Source: an optimization exercise on an open RTL-to-GDS flow (aim: small area and a short achievable clock period). Production flows keep margins and buffers that such runs may drop. Function was checked by simulation only, so behaviour that the tests miss may differ from the original. Power figures rest on the tool's default switching activity, not on a simulated workload.

==> inputs of branch harbor <==
## schoolbook
module schoolbook(clk, rst, a, b, c);
input clk;
input rst;
input [282:0] a;
input [282:0] b;
output [565:0] c;
reg  [282:0] am;
reg  [282:0] hi;
reg  [282:0] lo;
reg  [8:0]   count;
reg          first;
reg          done;
wire         bn = first ? b[1] : lo[1];
wire [282:0] g0 = hi & am;
wire [282:0] p0 = hi ^ am;
wire g1_1 = g0[1] | (p0[1] & g0[0]);
wire p1_1 = p0[1] & p0[0];
wire g1_3 = g0[3] | (p0[3] & g0[2]);
wire p1_3 = p0[3] & p0[2];
wire g1_5 = g0[5] | (p0[5] & g0[4]);
wire p1_5 = p0[5] & p0[4];
wire g1_7 = g0[7] | (p0[7] & g0[6]);
wire p1_7 = p0[7] & p0[6];
wire g1_9 = g0[9] | (p0[9] & g0[8]);
wire p1_9 = p0[9] & p0[8];
wire g1_11 = g0[11] | (p0[11] & g0[10]);
wire p1_11 = p0[11] & p0[10];
wire g1_13 = g0[13] | (p0[13] & g0[12]);
wire p1_13 = p0[13] & p0[12];
wire g1_15 = g0[15] | (p0[15] & g0[14]);
wire p1_15 = p0[15] & p0[14];
wire g1_17 = g0[17] | (p0[17] & g0[16]);
wire p1_17 = p0[17] & p0[16];
wire g1_19 = g0[19] | (p0[19] & g0[18]);
wire p1_19 = p0[19] & p0[18];
wire g1_21 = g0[21] | (p0[21] & g0[20]);
wire p1_21 = p0[21] & p0[20];
wire g1_23 = g0[23] | (p0[23] & g0[22]);
wire p1_23 = p0[23] & p0[22];
wire g1_25 = g0[25] | (p0[25] & g0[24]);
wire p1_25 = p0[25] & p0[24];
wire g1_27 = g0[27] | (p0[27] & g0[26]);
wire p1_27 = p0[27] & p0[26];
wire g1_29 = g0[29] | (p0[29] & g0[28]);
wire p1_29 = p0[29] & p0[28];
wire g1_31 = g0[31] | (p0[31] & g0[30]);
  ...
clock: 14.0 ns
lec_check: 0
cap_margin: 20
core_area: 5 5 395 395
die_area: 0 0 400 400
place_density: 0.6
slew_margin: 40
standard.sh (not shown) runs the stock make flow with config.mk's settings and CLKGATE_MAP_FILE= SYNTH_SCRIPT=/design/flow/synth_recipe.tcl, a recipe that flattens the netlist after the stock synthesis.
==> flow/flow/run.sh <==
#!/bin/bash
set -euo pipefail
bash standard.sh SETUP_SLACK_MARGIN=9 BUFFER_PORTS_ARGS="-buffer_cell sky130_fd_sc_hd__buf_1" finish > standard.log 2>&1
==> inputs of branch garnet, as changes to branch harbor <==
CORE_AREA = default   (was 5 5 395 395)
CORE_MARGIN = 2   (was default)
CORE_UTILIZATION = 50   (was default)
DIE_AREA = default   (was 0 0 400 400)
==> flow_metrics.tcl <==
set metrics [dict create \
    flow.first_error "[ERROR PPL-0024] Number of IO pins (1134) exceeds maximum number of available positions (1080). Increase the die perimeter from 1198.08um to 1542.24um." \
    die-height_um 299.5 \
    synth_fa_ha_area_frac 0.1462 \
    synth_top_area_frac 0.3892 \
    synth_edf_count 566 \
    synth_seq_cells 860 \
    ys_seq_area_frac 0.5240 \
    yosys.cell_count.top_type "edfxtp_1" \
    status "did not finish" \
    yosys.area_share.simple 0.1006 \
    synth_xor_area_frac 0.02908 \
    syn_inst 3657 \
    syn_avg_cell_area_um2 11.94 \
    rows 108 \
    lastStage "I/O pin placement" \
    yosys_warnings 1 \
    synth_compound_area_frac 0.09625 \
    start_util 0.5041 \
    synth_common_cells "566 x edfxtp_1, 377 x nand2_1, 351 x o21ai_0" \
    die_w_um 299.5 \
]
(the above is from branch garnet)
==> flow_metrics.tcl <==
set metrics [dict create \
    status "no timing/DRC/antenna violations" \
    syn_inst 3657 \
    power_top_consumer "sequential cells" \
    yosys.area_share.simple 0.1006 \
    synth_common_cells "566 x edfxtp_1, 377 x nand2_1, 351 x o21ai_0" \
    synth_xor_area_frac 0.02908 \
    synth_seq_cells 860 \
    ys_seq_area_frac 0.5240 \
    yosys.cell_count.top_type "edfxtp_1" \
    yosys_warnings 1 \
    die_w_um 400 \
    synth_compound_area_frac 0.09625 \
    start_util 0.2881 \
    placedInstanceArea_mm2 0.05028 \
    synth_fa_ha_area_frac 0.1462 \
    hold_viol 0 \
]
(the above is from branch harbor)

==> inputs of try-garnet <==
Another version of the RTL of schoolbook (not shown whole).
## schoolbook
module schoolbook(clk, rst, a, b, c);
input clk;
input rst;
input [282:0] a;
input [282:0] b;
output [565:0] c;
reg  [282:0] am;
reg  [282:0] hi;
reg  [282:0] lo;
reg  [8:0]   count;
reg          first;
reg          done;
wire         bn = first ? b[1] : lo[1];
wire [282:0] g0 = hi & am;
wire [282:0] p0 = hi ^ am;
wire g1_1 = g0[1] | (p0[1] & g0[0]);
wire p1_1 = p0[1] & p0[0];
wire g1_3 = g0[3] | (p0[3] & g0[2]);
wire p1_3 = p0[3] & p0[2];
wire g1_5 = g0[5] | (p0[5] & g0[4]);
wire p1_5 = p0[5] & p0[4];
wire g1_7 = g0[7] | (p0[7] & g0[6]);
wire p1_7 = p0[7] & p0[6];
wire g1_9 = g0[9] | (p0[9] & g0[8]);
wire p1_9 = p0[9] & p0[8];
wire g1_11 = g0[11] | (p0[11] & g0[10]);
wire p1_11 = p0[11] & p0[10];
wire g1_13 = g0[13] | (p0[13] & g0[12]);
wire p1_13 = p0[13] & p0[12];
wire g1_15 = g0[15] | (p0[15] & g0[14]);
wire p1_15 = p0[15] & p0[14];
wire g1_17 = g0[17] | (p0[17] & g0[16]);
wire p1_17 = p0[17] & p0[16];
wire g1_19 = g0[19] | (p0[19] & g0[18]);
wire p1_19 = p0[19] & p0[18];
wire g1_21 = g0[21] | (p0[21] & g0[20]);
wire p1_21 = p0[21] & p0[20];
wire g1_23 = g0[23] | (p0[23] & g0[22]);
wire p1_23 = p0[23] & p0[22];
wire g1_25 = g0[25] | (p0[25] & g0[24]);
wire p1_25 = p0[25] & p0[24];
wire g1_27 = g0[27] | (p0[27] & g0[26]);
wire p1_27 = p0[27] & p0[26];
wire g1_29 = g0[29] | (p0[29] & g0[28]);
wire p1_29 = p0[29] & p0[28];
wire g1_31 = g0[31] | (p0[31] & g0[30]);
wire p1_31 = p0[31] & p0[30];
wire g1_33 = g0[33] | (p0[33] & g0[32]);
wire p1_33 = p0[33] & p0[32];
wire g1_35 = g0[35] | (p0[35] & g0[34]);
wire p1_35 = p0[35] & p0[34];
wire g1_37 = g0[37] | (p0[37] & g0[36]);
wire p1_37 = p0[37] & p0[36];
  ...
==> flow/config.mk <==
export PLATFORM = sky130hd
export DESIGN_NAME = schoolbook
export DESIGN_NICKNAME = schoolbook
export VERILOG_FILES = /design/flow/design.v
export SDC_FILE = /design/flow/constraint.sdc
export NUM_CORES = 4
export LEC_CHECK = 0
export CAP_MARGIN = 20
export CORE_AREA = 5 5 395 395
export CTS_BUF_LIST = sky130_fd_sc_hd__clkbuf_8
export DIE_AREA = 0 0 400 400
export PLACE_DENSITY = 0.6
export SLEW_MARGIN = 40
==> flow/constraint.sdc <==
create_clock -name core_clock -period 14.0 [get_ports {clk}]
set_input_delay 2.8000 -clock core_clock [delete_from_list [all_inputs] [get_ports {clk}]]
set_output_delay 2.8000 -clock core_clock [all_outputs]
set_load 0.01 [all_outputs]
==> flow/flow/run.sh <==
#!/bin/bash
set -euo pipefail
bash standard.sh SETUP_SLACK_MARGIN=9.5 BUFFER_PORTS_ARGS="-buffer_cell sky130_fd_sc_hd__buf_1" finish > standard.log 2>&1
==> inputs of try-nickel, as changes to try-garnet <==
==> flow/flow/run.sh (replaced) <==
#!/bin/bash
set -euo pipefail
bash standard.sh SETUP_SLACK_MARGIN=9.75 BUFFER_PORTS_ARGS="-buffer_cell sky130_fd_sc_hd__buf_1" finish > standard.log 2>&1
--- a/flow/config.mk
+++ b/flow/config.mk
@@ -9,5 +9,4 @@
 export CORE_AREA = 5 5 395 395
-export CTS_BUF_LIST = sky130_fd_sc_hd__clkbuf_8
 export DIE_AREA = 0 0 400 400
-export PLACE_DENSITY = 0.6
+export PLACE_DENSITY = 0.35
 export SLEW_MARGIN = 40
==> out/metrics.yaml <==
layout:
  clkCellAreaFrac_pct: 6.07
  multiInputGateArea_mm2: 0.0195
  multi_input_cells: 2588
  diodes: 61
timing:
  timing.slew.headroom_pct: 29.5
worst_setup_path:
  reg2regPathDepth: 17
  crit_chain: "buf_2"
  worstSetupEndpoint: "c[280]"
  cp.arrival_ns: 1.73
clock_tree:
  cts_root_buf: "clkbuf_8"
pwr:
  internal_power_mw: 5.73
  switching_power_mw: 3.29
  powerComb_mw: 2.90
  pwr-share-comb_pct: 32.1
placed_design:
  gp_routability_congestion: 0.982
detailed_routing:
  wire_per_inst_um: 28.3
  wl_met2_um: 89800
  wl_met1_um: 72400
outcome:
  status: "complete, no violations"
-- figures above: try-garnet

==> out/metrics.yaml <==
worst_setup_path:
  cp.arrival_ns: 1.47
  worstSetupEndpoint: "c[527]"
  reg2regPathDepth: 15
  crit_family: "flip-flops"
  worstSetupPathDepth: 1
  path_buf_inv: 1
  crit_chain: "buf_6"
layout:
  diodes: 42
  multiInputGateArea_mm2: 0.0199
detailed_routing:
  wl_met1_um: 78900
  wire_per_inst_um: 28.8
  wl_met2_um: 97200
placed_design:
  gp_routability_congestion: 0.911
global_route:
  grt_pass1_wl_um: 270000
clock_tree:
  cts_root_buf: "clkbuf_16"
outcome:
  status: "complete, no violations"
pwr:
  pwr-share-comb_pct: 32.2
  powerComb_mw: 2.99
logic_synthesis:
  yosys_most_used_dff: "edfxtp_1"
timing:
  timing.slew.headroom_pct: 43.6
-- figures above: try-nickel

## what the ideal ports hide
No port has a modelled driver above. Below, the same layouts with a new extraction and two added sets of constraints. Step 1: set_driving_cell puts a clkbuf_16 on clk and a buf_2 on each other input, an assumption about the parent block. Step 2 adds t to the input delays and takes it off the output delays; t is the mean of the earliest and latest rising clock arrival at the registers after step 1. Input paths then give back, and output paths get back, about the clock's delay inside the block. Three values: ideal, step 1, step 2; two values: the first two.
| run | t (ns) | setup WS [ns] | slew at the worst register clock pin (ns) | cell pins on the clock port's net |
|---|---|---|---|---|
| branch harbor | 0.782 | 9.233 / 9.213 / 9.047 | 0.07 / 0.07 | 1 |
| try-garnet | 0.950 | 9.465 / 9.386 / 8.748 | 0.07 / 0.07 | 1 |
| try-nickel | 0.792 | 9.730 / 9.645 / 9.236 | 0.06 / 0.06 | 1 |
After both steps setup and hold are still met in every run listed. For try-garnet, which loses most, drivers alone change the setup slack by -0.079 ns; drivers and shift together by -0.717 ns.
